This design comes from an exercise in tuning for small area on the open sky130 flow, not from production work.
RTL that was checked went through simulation tests only; none was proved equivalent to the original.
Power figures rest on the tool's default switching activity, not on a simulated workload.

Design pcie_irq, start of the top module:
module pcie_irq
(
   input            Clk_i,
   input            Rstn_i,
   input            MsixStructSChipSelect_i,
   input   [13:0]   MsixStructSAddress_i,
   input   [3:0]    MsixStructSByteEnable_i,
   input            MsixStructSRead_i,
   output  [31:0]   MsixStructSReadData_o,
   input            MsixStructSWrite_i,
   input   [31:0]   MsixStructSWriteData_i,
   output           MsixStructSWaitRequest_o,
   output           MsixMWrite_o,
   output  [63:0]   MsixMAddress_o,
   output  [31:0]   MsixMWriteData_o,
   output  [3:0]    MsixMByteEnable_o,
   input            MsixMWaitRequest_i,
   input   [31:0]   Irq_i,
   input   [81:0]   MsiIntfc_i,
   input   [15:0]   MsixIntfc_i,
   output           IntxReq_o,
   input            IrqRead_i,
   output  [31:0]   IrqReadData_o,
  input    [31:0]   MaskWritedata_i,
  input             MaskRead_i,
  input             MaskWrite_i,
  input    [3:0]    MaskByteenable_i,
  output   [31:0]   MaskReaddata_o,
  output            MaskWaitrequest_o
);
Size in the first run: about 2600 cells after synthesis, ~1300 flip-flops, about 0.037 sq mm of cells after synthesis.
clock: 10.0 ns
lec_check: 0
cap_margin: 20
core_margin: 2
core_utilization: 40
slew_margin: 20
synth_hierarchical: 1
standard.sh (not shown) runs the stock make flow with config.mk's settings and CLKGATE_MAP_FILE= SYNTH_SCRIPT=/design/flow/synth_recipe.tcl, a recipe that flattens the netlist after the stock synthesis.
==> flow/flow/run.sh <==
#!/bin/bash
set -euo pipefail
export BUFFER_PORTS_ARGS="-buffer_cell sky130_fd_sc_hd__buf_1"
export CTS_ARGS="-sink_clustering_enable -repair_clock_nets -sink_clustering_size 10 -sink_clustering_max_diameter 60 -buf_list sky130_fd_sc_hd__clkbuf_4 -dont_use_dummy_load"
bash standard.sh > standard_flow.log 2>&1
Next try:
--- a/flow/design.v
+++ b/flow/design.v
@@ -419,13 +419,13 @@
 wire        gen_cap = gcap[4];
 wire [1:0]  gi     = gcap[3:2];
 wire [1:0]  gd     = gcap[1:0];
 wire [4:0]  gword  = {1'b0, arb_i, gi};
 wire [10:0] gring  = ring_of(gword);
 wire        g_old  = (gd == 2'd0) | ((gd == 2'd1) & ~land1) | ((gd == 2'd2) & ~land1 & ~land2);
-wire        g_byp  = wbuf_v & (wbuf_a == gword) & g_old;
+wire        g_byp  = |(put & gring) & g_old;
 reg  [2:0]  dv;           
 reg  [1:0]  di;           
 wire        g_use  = gen_cap & (gi != 2'd3) & ~host_cap;
 wire        g_dfr  = gen_cap & (gi != 2'd3) &  host_cap;
 wire [4:0]  dword  = {1'b0, arb_i, di};
 wire        dcap   = dv[2];
After rerunning: Sequential power is about the same. Via count goes down by 0.66%. Clock-buffer cell count is higher by 2. Fmax decreases by 1.4%. Global-route usage drops by 0.35 points. Total power increases by 0.77%. Flip-flop and latch count is unchanged.

========
## maple
Another version of the RTL of pcie_irq (not shown whole).
For scale: ~1300 flip-flops, ~430 I/O pins, ~37000 um^2 of cells after synthesis.
==> flow/design.v (excerpt) <==
module pcie_irq
(
   input            Clk_i,
   input            Rstn_i,
   input            MsixStructSChipSelect_i,
   input   [13:0]   MsixStructSAddress_i,
   input   [3:0]    MsixStructSByteEnable_i,
   input            MsixStructSRead_i,
   output  [31:0]   MsixStructSReadData_o,
   input            MsixStructSWrite_i,
   input   [31:0]   MsixStructSWriteData_i,
   output           MsixStructSWaitRequest_o,
   output           MsixMWrite_o,
   output  [63:0]   MsixMAddress_o,
   output  [31:0]   MsixMWriteData_o,
   output  [3:0]    MsixMByteEnable_o,
   input            MsixMWaitRequest_i,
   input   [31:0]   Irq_i,
   input   [81:0]   MsiIntfc_i,
   input   [15:0]   MsixIntfc_i,
   output           IntxReq_o,
   input            IrqRead_i,
   output  [31:0]   IrqReadData_o,
  input    [31:0]   MaskWritedata_i,
  input             MaskRead_i,
  input             MaskWrite_i,
  input    [3:0]    MaskByteenable_i,
  output   [31:0]   MaskReaddata_o,
  output            MaskWaitrequest_o
);
==> flow/config.mk <==
export PLATFORM = sky130hd
export DESIGN_NAME = pcie_irq
export DESIGN_NICKNAME = pcie_irq
export VERILOG_FILES = /design/flow/design.v
export SDC_FILE = /design/flow/constraint.sdc
export NUM_CORES = 4
export LEC_CHECK = 0
export CAP_MARGIN = 20
export CORE_MARGIN = 2
export CORE_UTILIZATION = 40
export SLEW_MARGIN = 20
export SYNTH_HIERARCHICAL = 1
==> flow/constraint.sdc <==
create_clock -name core_clock -period 10.0 [get_ports {Clk_i}]
set_input_delay 2.0000 -clock core_clock [delete_from_list [all_inputs] [get_ports {Clk_i}]]
set_output_delay 2.0000 -clock core_clock [all_outputs]
set_load 0.01 [all_outputs]
Scripts as last shown in full above: flow/flow/run.sh
maple: done, clean on timing, DRC and antenna
Inputs modified between maple and nickel:
--- a/flow/design.v
+++ b/flow/design.v
@@ -38,35 +38,27 @@
                         .b1(ena_state[mb]), .b2(mask_keep), .y(ena_d[mb]));
   end
 endgenerate
 always @(posedge Clk_i or negedge Rstn_i)
   if (!Rstn_i)
     ena_state <= 32'hF;
   else
     ena_state <= ena_d;
 wire [31:0] irq_masked = Irq_i & ena_state;
 assign MaskReaddata_o    = ena_state;
 assign MaskWaitrequest_o = 1'b0;
 reg  [31:0] irq_readdata;
-wire [31:0] irq_readdata_d;
-wire        irq_read_n = ~IrqRead_i;
-genvar ib;
-generate
-  for (ib = 0; ib < 32; ib = ib + 1) begin : IRQRD_D
-    pcie_irq_ao32 u_ao (.a1(Irq_i[ib]), .a2(ena_state[ib]), .a3(IrqRead_i),
-                        .b1(irq_readdata[ib]), .b2(irq_read_n), .y(irq_readdata_d[ib]));
-  end
-endgenerate
 always @(posedge Clk_i)
-  irq_readdata <= irq_readdata_d;
+  if (IrqRead_i)
+    irq_readdata <= irq_masked;
 assign IrqReadData_o = irq_readdata;
 wire msix_enable   = MsixIntfc_i[15];
 wire msi_enable    = MsiIntfc_i[80];
 wire master_enable = MsiIntfc_i[81];
 wire msix_mode     =  msix_enable & ~msi_enable;
 wire msi_mode      = ~msix_enable &  msi_enable;
 wire intx_mode     = ~msix_enable & ~msi_enable;
 wire [3:0] irq4 = irq_masked[3:0];
 reg  [3:0] irq_reg;
 always @(posedge Clk_i or negedge Rstn_i)
   if (!Rstn_i)
     irq_reg <= 4'h0;
@@ -248,36 +240,36 @@
   ring[31*32 +: 32] <= ring[30*32 +: 32];
 end
 wire [32*11-1:0] tails;
 generate
   for (r = 0; r < 11; r = r + 1) begin : TAIL
     assign tails[r*32 +: 32] = ring[(r == 10 ? 31 : 3*r+2)*32 +: 32];
   end
 endgenerate
 wire [10:0] hring    = ring_of(aw);
 wire        host_cap = host_rwin & at_tail(aw, ktail, t2) & ~(wbuf_v & (wbuf_a == aw))
                        & ~(hring[10] & (hs == H_READ));
 wire [31:0] tsel;
-wire [31:0] wbuf_dn;
-wire        wbuf_hold = ~(mem_we | host_cap);
+wire [31:0] wbuf_d;
+wire        mem_we_n = ~mem_we;
 genvar bb;
 generate
   for (bb = 0; bb < 32; bb = bb + 1) begin : WBUF_D
-    pcie_irq_aoi222 u_aoi (.a1(MsixStructSWriteData_i[bb]), .a2(mem_we),
-                           .b1(tsel[bb]), .b2(host_cap),
-                           .c1(wbuf[bb]), .c2(wbuf_hold), .y(wbuf_dn[bb]));
+    pcie_irq_ao22 u_ao (.a1(MsixStructSWriteData_i[bb]), .a2(mem_we),
+                        .b1(tsel[bb]), .b2(mem_we_n), .y(wbuf_d[bb]));
   end
 endgenerate
 always @(posedge Clk_i) begin
-  wbuf <= ~wbuf_dn;
+  if (mem_we | host_cap)
+    wbuf <= wbuf_d;
   if (mem_we)
     wbuf_a <= aw;
   wbuf_v <= wbuf_v_nx;
 end
 localparam G_IDLE  = 4'd0;
 localparam G_PIPE  = 4'd1;
 localparam G_CHECK = 4'd9;    
 localparam G_MSIX  = 4'd10;
 localparam G_MSI   = 4'd11;
 reg  [3:0] gs;
 reg        arb_v;         
 reg  [1:0] arb_i;         
@@ -460,39 +452,28 @@
   case (arb_i)
     2'd0:    vm_tail = tails[1*32];    
     2'd1:    vm_tail = tails[2*32];    
     2'd2:    vm_tail = tails[3*32];    
     default: vm_tail = tails[5*32];    
   endcase
 end
 always @(posedge Clk_i or negedge Rstn_i)
   if (!Rstn_i)
     ev <= 1'b0;
   else if (gen_cap)
     ev <= 1'b1;
-wire [2:0]  e_en = {(g_use && gi == 2'd2) || (dcap && di == 2'd2),
-                   (g_use && gi == 2'd1) || (dcap && di == 2'd1),
-                   (g_use && gi == 2'd0) || (dcap && di == 2'd0)};
-wire [2:0]  e_keep = ~e_en;
-wire [95:0] e_q = {e2, e1, e0};
-wire [95:0] e_d;
-genvar eb;
-generate
-  for (eb = 0; eb < 96; eb = eb + 1) begin : E_D
-    pcie_irq_ao22 u_ao (.a1(tsel[eb % 32]), .a2(e_en[eb / 32]),
-                        .b1(e_q[eb]), .b2(e_keep[eb / 32]), .y(e_d[eb]));
-  end
-endgenerate
 always @(posedge Clk_i) begin
-  {e2, e1, e0} <= e_d;
+  if ((g_use && gi == 2'd0) || (dcap && di == 2'd0)) e0 <= tsel;
+  if ((g_use && gi == 2'd1) || (dcap && di == 2'd1)) e1 <= tsel;
+  if ((g_use && gi == 2'd2) || (dcap && di == 2'd2)) e2 <= tsel;
   if (gen_cap && gi == 2'd3) vmask <= g_byp ? wbuf[0] : vm_tail;
 end
 assign MsixStructSReadData_o = a13 ? {28'b0, pba} : wbuf;
 assign MsixMWrite_o      = (gs == G_MSIX) | (gs == G_MSI);
 wire   sel_entry         = msix_mode & ev;
 wire   sel_msi           = ~msix_mode;
 wire [79:0] out_e        = {e2[15:0], e1, e0};
 wire [79:0] out_m;
 genvar ob;
 generate
   for (ob = 0; ob < 80; ob = ob + 1) begin : OUT
     pcie_irq_ao22 u_ao (.a1(out_e[ob]), .a2(sel_entry),
@@ -503,15 +484,12 @@
 assign MsixMWriteData_o  = {e2[31:16] & {16{sel_entry}}, out_m[79:64]};
 assign MsixMByteEnable_o = {4{MsixMWrite_o}};
 endmodule
 module pcie_irq_aoi222 (input a1, a2, b1, b2, c1, c2, output y);
   assign y = ~((a1 & a2) | (b1 & b2) | (c1 & c2));
 endmodule
 module pcie_irq_nand4 (input a, b, c, d, output y);
   assign y = ~(a & b & c & d);
 endmodule
 module pcie_irq_ao22 (input a1, a2, b1, b2, output y);
   assign y = (a1 & a2) | (b1 & b2);
 endmodule
-module pcie_irq_ao32 (input a1, a2, a3, b1, b2, output y);
-  assign y = (a1 & a2 & a3) | (b1 & b2);
-endmodule
### Flow results
Data arrival at the endpoint of the critical path delta for nickel relative to maple: 0.19 ns higher. Relative to maple, sequential standard cell area has increased by about 6% in nickel. Maximum level of the CTS H-tree: maple vs nickel identical. maple → nickel: total detailed-routing wirelength lost 3600 um; utilization lost 0.26 points; cell area moved up. The setup slack of nickel falls short of that of maple by 0.19 ns. Between maple and nickel, the difference in post-synthesis to final-layout area growth is negligible. Higher cell depth of the worst flop-to-flop path goes to maple over nickel. nickel finished end to end and its layout was clean on timing, DRC and antenna. Side by side, share of post-route cells with drive strength above 1 turned out lower in nickel than in maple.
For maple, only the layout was checked, not whether the RTL still works.

## port drivers added, routing unchanged
In the flow no input, the clock included, has a driving cell. The finished layouts below were timed again as built, in two steps. Step 1 assumes that a clkbuf_16 drives the clock port and a buf_2 every other input. Step 2 moves the port delays by t, midway between the first and last clock arrival at a register: inputs arrive t later, outputs are due t later. That takes back most of the time a late clock gives input paths. Slacks: no drivers / after step 1 / after step 2; pairs: no drivers / after step 1.
run | shift t [ns] | setup WS [ns] | latest minus earliest clock arrival (ns) | slew at the worst register clock pin (ns) | worst data-port slew with drivers (ns)
the first run of note 1 | 1.085 | 3.767 / 3.725 / 3.725 | 0.117 / 0.117 | 0.11 / 0.11 | 0.04
the second run of note 1 | 1.044 | 3.677 / 3.652 / 3.652 | 0.144 / 0.144 | 0.11 / 0.11 | 0.07
maple | 1.075 | 3.833 / 3.787 / 3.787 | 0.170 / 0.169 | 0.11 / 0.11 | 0.06
nickel | 1.033 | 3.639 / 3.610 / 3.610 | 0.131 / 0.132 | 0.11 / 0.11 | 0.13
After both steps every run listed still meets setup and hold. For maple, which loses most, drivers alone change the setup slack by -0.046 ns; drivers and shift together by -0.046 ns.
